This design comes from an exercise in tuning for small area on the open sky130 flow, not from production work. The RTL was checked by simulation tests, not by an equivalence proof against the original design.

main:
==> flow/design.v <==
package uart_reg_pkg;
    typedef struct packed {
        reg        TX_EN;  
        reg        TX_CLR_OVRN;  
        reg        RX_EN;  
        reg        RX_CLR_OVRN;  
        reg [7:0]  TX_DATA;  
        reg [15:0]  BAUDDIV;  
    } config_reg_t;
    typedef struct packed {
        reg        RX_VALID;  
        reg        RX_OVRN;  
        reg [4:0]  RX_LVL;  
        reg        RX_BUSY;  
        reg        TX_OVRN;  
        reg [4:0]  TX_LVL;  
        reg        TX_BUSY;  
        reg [7:0]  RX_DATA;  
    } status_reg_t;
endpackage
`timescale 1ns/1ps
module uart_top (
    input wire         clk_i,
    input wire         reset_i,
    input wire         rx_data_i,
    output wire        tx_data_o,
    input wire         psel_i,
    input wire         penable_i,
    input wire         pwrite_i,
    input wire  [4:0]  paddr_i,
    input wire  [31:0] pwdata_i,
    output reg  [31:0] prdata_o,
    output wire        pready_o,
    output wire        pslverr_o
);
    wire acc    = psel_i & penable_i;
    wire wr     = acc & pwrite_i;
    wire rd     = acc & ~pwrite_i;
    wire a_cfg  = (paddr_i == 5'h00);
    wire a_txd  = (paddr_i == 5'h08);
    wire a_rxd  = (paddr_i == 5'h0C);
    wire a_baud = (paddr_i == 5'h10);
    assign pready_o  = 1'b1;
    assign pslverr_o = psel_i & paddr_i[4] & (|paddr_i[3:0]);
    reg        tx_en, tx_clr, rx_en, rx_clr;
    reg [7:0]  tx_data_r;
    reg [15:0] baud_div;
    always @(posedge clk_i) begin
        if (reset_i) begin
            tx_en     <= 1'b0;
            tx_clr    <= 1'b0;
            rx_en     <= 1'b0;
            rx_clr    <= 1'b0;
            tx_data_r <= 8'h00;
            baud_div  <= 16'h0029;
        end else begin
            if (wr & a_cfg) begin
                tx_en  <= pwdata_i[0];
                tx_clr <= pwdata_i[1];
                rx_en  <= pwdata_i[2];
                rx_clr <= pwdata_i[3];
            end
            if (wr & a_txd)  tx_data_r <= pwdata_i[7:0];
            if (wr & a_baud) baud_div  <= pwdata_i[15:0];
        end
    end
    wire       tick;
    wire       tx_busy, tx_ovrn, rx_busy, rx_ovrn;
    wire [4:0] tx_lvl, rx_lvl;
    wire [7:0] rx_head;
    wire       rx_valid = (rx_lvl != 5'd0);
    uart_baud u_baud (
        .clk_i(clk_i), .reset_i(reset_i),
        .en_i(tx_en | rx_en), .div_i(baud_div),
        .wr_i(wr & a_baud), .wdata_i(pwdata_i[15:0]),
        .tick_o(tick)
    );
    uart_txp u_tx (
        .clk_i(clk_i), .reset_i(reset_i), .tick_i(tick),
        .en_i(tx_en), .clr_i(tx_clr),
        .wr_i(wr & a_txd), .wdata_i(pwdata_i[7:0]),
        .lvl_o(tx_lvl), .ovrn_o(tx_ovrn), .busy_o(tx_busy),
        .tx_o(tx_data_o)
    );
    uart_rxp u_rx (
        .clk_i(clk_i), .reset_i(reset_i), .tick_i(tick),
        .en_i(rx_en), .clr_i(rx_clr), .rx_i(rx_data_i),
        .pop_i(rd & a_rxd & rx_valid),
        .lvl_o(rx_lvl), .ovrn_o(rx_ovrn), .busy_o(rx_busy),
        .head_o(rx_head)
    );
    always @(*) begin
        prdata_o = 32'h0;
        case (paddr_i)
            5'h00: prdata_o[3:0]  = {rx_clr, rx_en, tx_clr, tx_en};
            5'h04: prdata_o[14:0] = {tx_busy, tx_lvl, tx_ovrn, rx_busy, rx_lvl, rx_ovrn, rx_valid};
            5'h08: prdata_o[7:0]  = tx_data_r;
            5'h0C: prdata_o[7:0]  = rx_head;
            5'h10: prdata_o[15:0] = baud_div;
            default: ;
        endcase
    end
endmodule
module uart_baud (
    input  wire        clk_i,
    input  wire        reset_i,
    input  wire        en_i,
    input  wire [15:0] div_i,
    input  wire        wr_i,
    input  wire [15:0] wdata_i,
    output reg         tick_o
);
    reg [15:0] bcnt;
    reg        bpend, bclr;
    wire       bfire = (bcnt == 16'd1);
    always @(posedge clk_i) begin
        bpend  <= wr_i & (wdata_i != div_i);
        bclr   <= bpend;
        tick_o <= en_i & ~bclr & bfire;
        if (~en_i | bclr | bfire) bcnt <= div_i;
        else                      bcnt <= bcnt - 16'd1;
    end
endmodule
module uart_txp (
    input  wire       clk_i,
    input  wire       reset_i,
    input  wire       tick_i,
    input  wire       en_i,
    input  wire       clr_i,
    input  wire       wr_i,
    input  wire [7:0] wdata_i,
    output reg  [4:0] lvl_o,
    output reg        ovrn_o,
    output wire       busy_o,
    output wire       tx_o
);
    localparam [3:0] T_IDLE = 4'd0, T_FETCH = 4'd1, T_STOP = 4'd12;
    reg [7:0] fifo [0:15];
    reg [3:0] st;
    reg [7:0] tbyte;
    reg [3:0] cnt;
    reg       btick;
    wire full = lvl_o[4];
    wire push = wr_i & ~full;
    wire pop  = (st == T_FETCH);
    wire act  = (st != T_IDLE) & (st != T_FETCH);
    integer i;
    always @(posedge clk_i) begin
        if (push) begin
            fifo[0] <= wdata_i;
            for (i = 1; i < 16; i = i + 1) fifo[i] <= fifo[i-1];
        end
    end
    wire [7:0] rot [0:15];
    genvar g;
    generate
        for (g = 0; g < 16; g = g + 1) begin : g_rot
            assign rot[g] = fifo[(g + 15) % 16];
        end
    endgenerate
    wire [7:0] head = rot[lvl_o[3:0]];
    always @(posedge clk_i) begin
        if (reset_i) begin
            lvl_o  <= 5'd0;
            ovrn_o <= 1'b0;
            st     <= T_IDLE;
        end else begin
            if (push & ~pop)      lvl_o <= lvl_o + 5'd1;
            else if (~push & pop) lvl_o <= lvl_o - 5'd1;
            if (wr_i & full) ovrn_o <= 1'b1;
            else if (clr_i)  ovrn_o <= 1'b0;
            case (st)
                T_IDLE:  if (en_i & (lvl_o != 5'd0)) st <= T_FETCH;
                T_FETCH: st <= 4'd2;
                default: if (btick) st <= (st == T_STOP) ? T_IDLE : st + 4'd1;
            endcase
        end
        if (pop) tbyte <= head;
        if (~act)        cnt <= 4'd0;
        else if (tick_i) cnt <= cnt + 4'd1;
        btick <= act & tick_i & (cnt == 4'd15);
    end
    wire dph = (st >= 4'd4) & (st <= 4'd11);
    assign tx_o   = (st == 4'd3) ? 1'b0 : (dph ? tbyte[{st[3], st[1:0]}] : 1'b1);
    assign busy_o = (st != T_IDLE);
endmodule
module uart_rxp (
    input  wire       clk_i,
    input  wire       reset_i,
    input  wire       tick_i,
    input  wire       en_i,
    input  wire       clr_i,
    input  wire       rx_i,
    input  wire       pop_i,
    output reg  [4:0] lvl_o,
    output reg        ovrn_o,
    output wire       busy_o,
    output wire [7:0] head_o
);
    localparam [3:0] R_MON = 4'd0, R_PUSH = 4'd1, R_FS = 4'd2, R_SV = 4'd3, R_STOP = 4'd12;
    reg       s1, s2;
    reg [3:0] st;
    reg [7:0] rbyte;
    reg [3:0] cnt;
    reg       sp, sq, svalid;
    reg [7:0] fifo [0:15];
    wire mon  = (st == R_MON) | (st == R_PUSH) | (st == R_FS);
    wire dph  = (st >= 4'd4) & (st <= 4'd11);
    wire full = lvl_o[4];
    wire wen  = (st == R_PUSH);
    wire push = wen & ~full;
    assign busy_o = (st != R_MON) & (st != R_PUSH);
    always @(posedge clk_i) begin
        s1 <= rx_i;
        s2 <= s1;
    end
    always @(posedge clk_i) begin
        if (reset_i) begin
            st     <= R_MON;
            lvl_o  <= 5'd0;
            ovrn_o <= 1'b0;
        end else begin
            if (mon) begin
                st <= (~s2 & en_i) ? R_SV : R_MON;
            end else if (svalid) begin
                if (st == R_SV)        st <= sp ? R_FS : 4'd4;
                else if (st == R_STOP) st <= sp ? R_PUSH : R_MON;
                else                   st <= st + 4'd1;
            end
            if (push & ~pop_i)      lvl_o <= lvl_o + 5'd1;
            else if (~push & pop_i) lvl_o <= lvl_o - 5'd1;
            if (wen & full)  ovrn_o <= 1'b1;
            else if (clr_i)  ovrn_o <= 1'b0;
        end
        if (svalid & dph) rbyte <= {sp, rbyte[7:1]};
        if (~busy_o)     cnt <= 4'd0;
        else if (tick_i) cnt <= cnt + 4'd1;
        if (tick_i & busy_o) begin
            if (cnt == 4'd6) begin
                sp <= s2;
                sq <= s2;
            end else if (cnt == 4'd7) begin
                sp <= sp & s2;
                sq <= sq | s2;
            end else if (cnt == 4'd8) begin
                sp <= sp | (sq & s2);
            end
        end
        svalid <= tick_i & busy_o & (cnt == 4'd8);
    end
    integer i;
    always @(posedge clk_i) begin
        if (push) begin
            fifo[0] <= rbyte;
            for (i = 1; i < 16; i = i + 1) fifo[i] <= fifo[i-1];
        end
    end
    wire [7:0] rot [0:15];
    genvar g;
    generate
        for (g = 0; g < 16; g = g + 1) begin : g_rot
            assign rot[g] = fifo[(g + 15) % 16];
        end
    endgenerate
    assign head_o = rot[lvl_o[3:0]];
endmodule
==> flow/config.mk <==
export PLATFORM = sky130hd
export DESIGN_NAME = uart_top
export DESIGN_NICKNAME = uart_top
export VERILOG_FILES = /design/flow/design.v
export SDC_FILE = /design/flow/constraint.sdc
export NUM_CORES = 4
export LEC_CHECK = 0
export ABC_AREA = 1
export CAP_MARGIN = 20
export CORE_MARGIN = 2
export CORE_UTILIZATION = 60
export SLEW_MARGIN = 20
==> flow/constraint.sdc <==
create_clock -name core_clock -period 5.0 [get_ports {clk_i}]
set_input_delay 1.0000 -clock core_clock [delete_from_list [all_inputs] [get_ports {clk_i}]]
set_output_delay 1.0000 -clock core_clock [all_outputs]
set_load 0.01 [all_outputs]
standard.sh (not shown) runs the stock make flow with config.mk's settings and CLKGATE_MAP_FILE= SYNTH_SCRIPT=/design/flow/synth_recipe.tcl, a recipe that flattens the netlist after the stock synthesis.
==> flow/flow/run.sh <==
#!/bin/bash
set -euo pipefail
export BUFFER_PORTS_ARGS="-buffer_cell sky130_fd_sc_hd__buf_1"
export CTS_ARGS="-sink_clustering_enable -repair_clock_nets -dont_use_dummy_load -buf_list sky130_fd_sc_hd__clkbuf_8 -sink_clustering_size 16 -sink_clustering_max_diameter 50"
bash standard.sh > flow_make.log 2>&1
main ended with every stage complete and zero timing, DRC or antenna violations.
Edits applied to the flow inputs when going from main to the feature branch:
==> flow/flow/run.sh <==
#!/bin/bash
set -euo pipefail
export BUFFER_PORTS_ARGS="-buffer_cell sky130_fd_sc_hd__buf_1"
export CTS_ARGS='-sink_clustering_enable -repair_clock_nets -dont_use_dummy_load -buf_list {sky130_fd_sc_hd__clkbuf_4 sky130_fd_sc_hd__clkbuf_8}'
bash standard.sh > flow_make.log 2>&1
### Flow results
The feature branch against main: number of ordinary inverters in the final layout level; global-route wire length before repair moved up; final worst-path cycle share moved up; length of routed met2 wiring level; area share of buffers outside the clock network level. Cmp the feature branch vs main: worst hold margin higher in the feature branch. The feature branch against main: non-clock buffer total of the final layout up 1, post-route non-filler standard cell count higher, setup slack fell 18 ps, via count has increased. The feature branch -> main: number of gates on the worst path with buffers counted delta 0, exact match.

==> re-timing with driven ports <==
No port has a modelled driver above. Below, the same layouts with a new extraction and two added sets of constraints.
Step 1 (the two cells are an assumption about what drives the block):
set clk [get_ports {clk_i}]
set_driving_cell -lib_cell sky130_fd_sc_hd__clkbuf_16 $clk
set_driving_cell -lib_cell sky130_fd_sc_hd__buf_2 [delete_from_list [all_inputs] $clk]
Step 2 adds t to the input delays and takes it off the output delays; t is the mean of the earliest and latest rising clock arrival at the registers after step 1. Input paths then give back, and output paths get back, about the clock's delay inside the block.
a / b / c = ideal ports / drivers / drivers and shift; a / b = the first two.
| run | shift t [ns] | slack for setup (ns) | hold slack, ns | cell pins on the clock port's net |
|---|---|---|---|---|
| main | 0.567 | 1.100 / 1.054 / 1.253 | 0.318 / 0.318 / 0.318 | 1 |
| the feature branch | 0.607 | 1.083 / 1.035 / 1.271 | 0.330 / 0.330 / 0.330 | 1 |
After both steps setup and hold are still met in every run listed.
